From an optimization exercise on the open Yosys and OpenROAD flow, aimed at small area; shortcuts taken in it are not production practice. Function was checked by simulation only, so behaviour that the tests miss may differ from the original. No activity file was given, so power comes from the tool's default toggle rates.

Design uart_copro_top, start of the top module:
module uart_copro_top(
    input  clk,
    input  reset,
    input  rx,
    output tx,
    input  [1:0] mode
);
For scale: about 680 cells after synthesis, ~450 flip-flops, ~6 I/O pins, roughly 11000 sq um of cells after synthesis.
==> flow/config.mk <==
export PLATFORM = sky130hd
export DESIGN_NAME = uart_copro_top
export DESIGN_NICKNAME = uart_copro_top
export VERILOG_FILES = /design/flow/design.v
export SDC_FILE = /design/flow/constraint.sdc
export NUM_CORES = 4
export LEC_CHECK = 0
export CAP_MARGIN = 20
export CORE_MARGIN = 2
export CORE_UTILIZATION = 65
export CTS_BUF_LIST = sky130_fd_sc_hd__clkbuf_8
export CTS_CLUSTER_DIAMETER = 80
export CTS_CLUSTER_SIZE = 17
export SLEW_MARGIN = 20
==> flow/constraint.sdc <==
create_clock -name core_clock -period 10.0 [get_ports {clk}]
set_input_delay 2.0000 -clock core_clock [delete_from_list [all_inputs] [get_ports {clk}]]
set_output_delay 2.0000 -clock core_clock [all_outputs]
set_load 0.01 [all_outputs]
run.sh (not shown) runs the stock make flow with config.mk's settings and CLKGATE_MAP_FILE= SYNTH_SCRIPT=/design/flow/synth_recipe.tcl, a recipe that flattens the netlist after the stock synthesis.
Then changed:
- CORE_UTILIZATION: 65 -> 80
- CTS_CLUSTER_DIAMETER: 80 -> 50
- CTS_CLUSTER_SIZE: 17 -> 18
Outcome:
- The new run completed without violations
- wire length rises by well over a third
- register-to-register slack gets worse by 130 ps
- clock-buffer cell count stays the same
- final area falls slightly
- synthesized cell count does not change
- utilization rises by 15 points
- fmax falls by a few percent
- die area falls by about a fifth
Then changed:
- CORE_UTILIZATION: 80 -> 65
- CTS_CLUSTER_DIAMETER: 50 -> 60
- CTS_CLUSTER_SIZE: 18 -> 16
Effect: Power shrinks by 2.1%; routed wire length falls by 34%; combinational power falls by 13%; first-iteration DRC count came out lower by 71%; setup slack gains 250 ps; clock-buffer cell count is higher by 1; utilization came out lower by 15 points; cell area goes up by 0.47%; worst hold slack got worse by 5.3 ps.
Then changed:
- CTS_BUF_LIST: sky130_fd_sc_hd__clkbuf_8 -> sky130_fd_sc_hd__clkbuf_4 sky130_fd_sc_hd__clkbuf_8
What happened: The new run finished with timing, DRC and antenna clean. Register-to-register slack stays flat. Cell count stays the same. Hold slack stays flat. Wire length hardly moves. Design area is about the same. Worst setup slack stays flat. Core utilization climbs by 0.16 points. Clock-buffer cell count grows by 7.

The RTL this note starts from:
==> flow/design.v <==
module baud_rate_generator(
    input  clk,
    input  reset,
    output tick,
    output bc1
);
    reg [3:0] counter;
    assign bc1  = (counter == 4'd1);
    assign tick = counter[3] & counter[2] & counter[0];    
    always @(posedge clk)
        if (reset | tick) counter <= 4'd0;
        else              counter <= counter + 4'd1;
endmodule
module uart_copro_top(
    input  clk,
    input  reset,
    input  rx,
    output tx,
    input  [1:0] mode
);
    localparam [1:0] IDLE = 2'd0, START = 2'd1, DATA = 2'd2, STOP = 2'd3;
    wire tick, bc1;
    baud_rate_generator BAUD (.clk(clk), .reset(reset), .tick(tick), .bc1(bc1));
    reg [5:0] ph;
    always @(posedge clk) ph <= ph + 6'd1;
    wire ph63 = &ph;
    reg [1:0] rs;
    reg [3:0] rt;
    reg [6:0] w;         
    reg       rxb;       
    reg       rpend;
    wire rt15 = &rt;
    wire rsample    = (rs == DATA) & tick & rt15;
    wire data_ready = (rs == STOP) & tick & rt15;
    wire [5:0] welem = w[6:1] ^ 6'h3C;    
    wire rwr = rpend & (ph == welem);
    always @(posedge clk) begin
        case (rs)
            IDLE:  if (~rx) begin rs <= START; rt <= 4'd0; end
            START: if (tick) begin
                       if (rt == 4'd7) begin rs <= DATA; rt <= 4'd0; end
                       else rt <= rt + 4'd1;
                   end
            DATA:  if (tick) begin
                       if (rt15) begin
                           rt <= 4'd0;
                           if (&w[2:0]) rs <= STOP;
                       end else rt <= rt + 4'd1;
                   end
            STOP:  if (tick) begin
                       if (rt15) rs <= IDLE;
                       else rt <= rt + 4'd1;
                   end
        endcase
        if (rsample) rxb <= rx;
        if (reset) begin
            rs    <= IDLE;
            w     <= 7'd0;
            rpend <= 1'b0;
        end else if (rsample) begin
            rpend <= 1'b1;
        end else if (rwr) begin
            rpend <= 1'b0;
            w     <= w + 7'd1;
        end
    end
    reg cflag;
    wire trig = cflag & bc1;
    always @(posedge clk)
        cflag <= ~reset & ((data_ready & (w == 7'd0)) | (cflag & ~bc1));
    reg [63:0] A0, A1, B0, B1, C0, C1;
    reg [3:0]  X0, X1;
    reg cpend, act, cy, fv1, fv2;
    reg [1:0] mL;
    wire a0 = A0[0], a1 = A1[0];
    wire b0 = B0[0] & fv1, b1 = B1[0] & fv1;
    wire c0 = C0[0] & fv2, c1 = C1[0] & fv2;
    wire s0 = a0 ^ b0 ^ cy;
    wire k0 = (a0 & b0) | (cy & (a0 ^ b0));
    wire s1 = a1 ^ b1 ^ k0;
    wire k1 = (a1 & b1) | (k0 & (a1 ^ b1));
    wire r0 = mL[0] ? a0 : mL[1] ? c0 : s0;
    wire r1 = mL[0] ? a1 : mL[1] ? c1 : s1;
    wire slot0 = (ph[5:2] == 4'd0);
    wire wra = act & ~slot0;     
    wire wrx = act & slot0;      
    always @(posedge clk) begin
        A0 <= {(rwr & ~w[0]) ? rxb : A0[0], A0[63:61], wra ? r0 : A0[60], A0[59:1]};
        A1 <= {(rwr &  w[0]) ? rxb : A1[0], A1[63:61], wra ? r1 : A1[60], A1[59:1]};
        X0 <= {wrx ? r0 : X0[0], X0[3:1]};
        X1 <= {wrx ? r1 : X1[0], X1[3:1]};
        B0 <= {act ? A0[0] : B0[0], B0[63:1]};
        B1 <= {act ? A1[0] : B1[0], B1[63:1]};
        C0 <= {act ? B0[0] : C0[0], C0[63:1]};
        C1 <= {act ? B1[0] : C1[0], C1[63:1]};
        cy <= act & k1;
        if (trig) mL <= mode;
        cpend <= ~reset & (trig | (cpend & ~ph63));
        act   <= ~reset & ((act & ~ph63) | (cpend & ph63));
        if (reset) begin
            fv1 <= 1'b0;
            fv2 <= 1'b0;
        end else if (act & ph63) begin
            fv1 <= 1'b1;
            fv2 <= fv1;
        end
    end
    reg [4:0] pd;
    reg [1:0] ts;
    reg [3:0] tt;
    reg [2:0] nb;
    reg [7:0] dr;
    wire tt15 = &tt;
    wire tx_done  = (ts == STOP) & tick & tt15;
    wire tx_start = (ts == IDLE) & ~(pd[4] & ~pd[0]) & ~trig;
    wire fetch = (ts == START) & (pd[4] | (ph[5:2] == pd[3:0]));
    always @(posedge clk) begin
        if (reset) begin pd[4] <= 1'b1; pd[0] <= 1'b0; end
        else if (trig) pd <= 5'd14;
        else if (tx_done) pd <= pd - 5'd1;
        if (fetch) begin
            dr[{ph[1:0], 1'b0}] <= pd[4] ? X0[0] : A0[0];
            dr[{ph[1:0], 1'b1}] <= pd[4] ? X1[0] : A1[0];
        end
        case (ts)
            IDLE:  if (tx_start) begin ts <= START; tt <= 4'd0; end
            START: if (tick) begin
                       if (tt15) begin ts <= DATA; tt <= 4'd0; nb <= 3'd0; end
                       else tt <= tt + 4'd1;
                   end
            DATA:  if (tick) begin
                       if (tt15) begin
                           tt <= 4'd0;
                           if (&nb) ts <= STOP; else nb <= nb + 3'd1;
                       end else tt <= tt + 4'd1;
                   end
            STOP:  if (tick) begin
                       if (tt15) ts <= IDLE;
                       else tt <= tt + 4'd1;
                   end
        endcase
        if (reset) ts <= IDLE;
    end
    assign tx = (ts == DATA) ? dr[nb] : (ts != START);
endmodule
Settings: LEC_CHECK=0, CAP_MARGIN=20, CORE_MARGIN=2, CORE_UTILIZATION=40, CTS_BUF_LIST=sky130_fd_sc_hd__clkbuf_8, CTS_CLUSTER_DIAMETER=80, CTS_CLUSTER_SIZE=20, SLEW_MARGIN=20; clock period 10.0 ns.
Edit:
CORE_UTILIZATION = 65   (was 40)
CTS_CLUSTER_DIAMETER = 60   (was 80)
The new run produced a clean layout.
Wire length increases by 5.9%.
Design area decreases by 1.2%.
Total power barely changes.
Register-to-register slack barely changes.
Setup slack improved by 0.038 ns.
Cell count decreases by 11%.
Synthesized cell count is unchanged.

-- static timing again, ports no longer ideal --
In the flow no input, the clock included, has a driving cell. The finished layouts below were timed again as built, in two steps.
Step 1 (the two cells are an assumption about what drives the block):
set clk [get_ports {clk}]
set_driving_cell -lib_cell sky130_fd_sc_hd__clkbuf_16 $clk
set_driving_cell -lib_cell sky130_fd_sc_hd__buf_2 [delete_from_list [all_inputs] $clk]
Step 2 times the ports against the registers' clock, not the clock port: input delays grow and output delays shrink by t, the midpoint of the rising clock arrivals with the driver on.
a / b / c = ideal ports / drivers / drivers and shift; a / b = the first two.
run	shift t [ns]	setup WS [ns]	worst setup path at the end
the first run of note 1	0.603	5.642 / 5.607 / 6.210	register to output
the second run of note 1	0.617	5.390 / 5.354 / 5.970	register to output
the third run of note 1	0.610	5.639 / 5.605 / 6.215	register to output
the fourth run of note 1	0.610	5.638 / 5.604 / 6.214	register to output
the first run of note 2	0.605	5.665 / 5.625 / 6.187	input to register
the second run of note 2	0.601	5.702 / 5.666 / 6.177	input to register
After both steps every run listed still meets setup and hold.
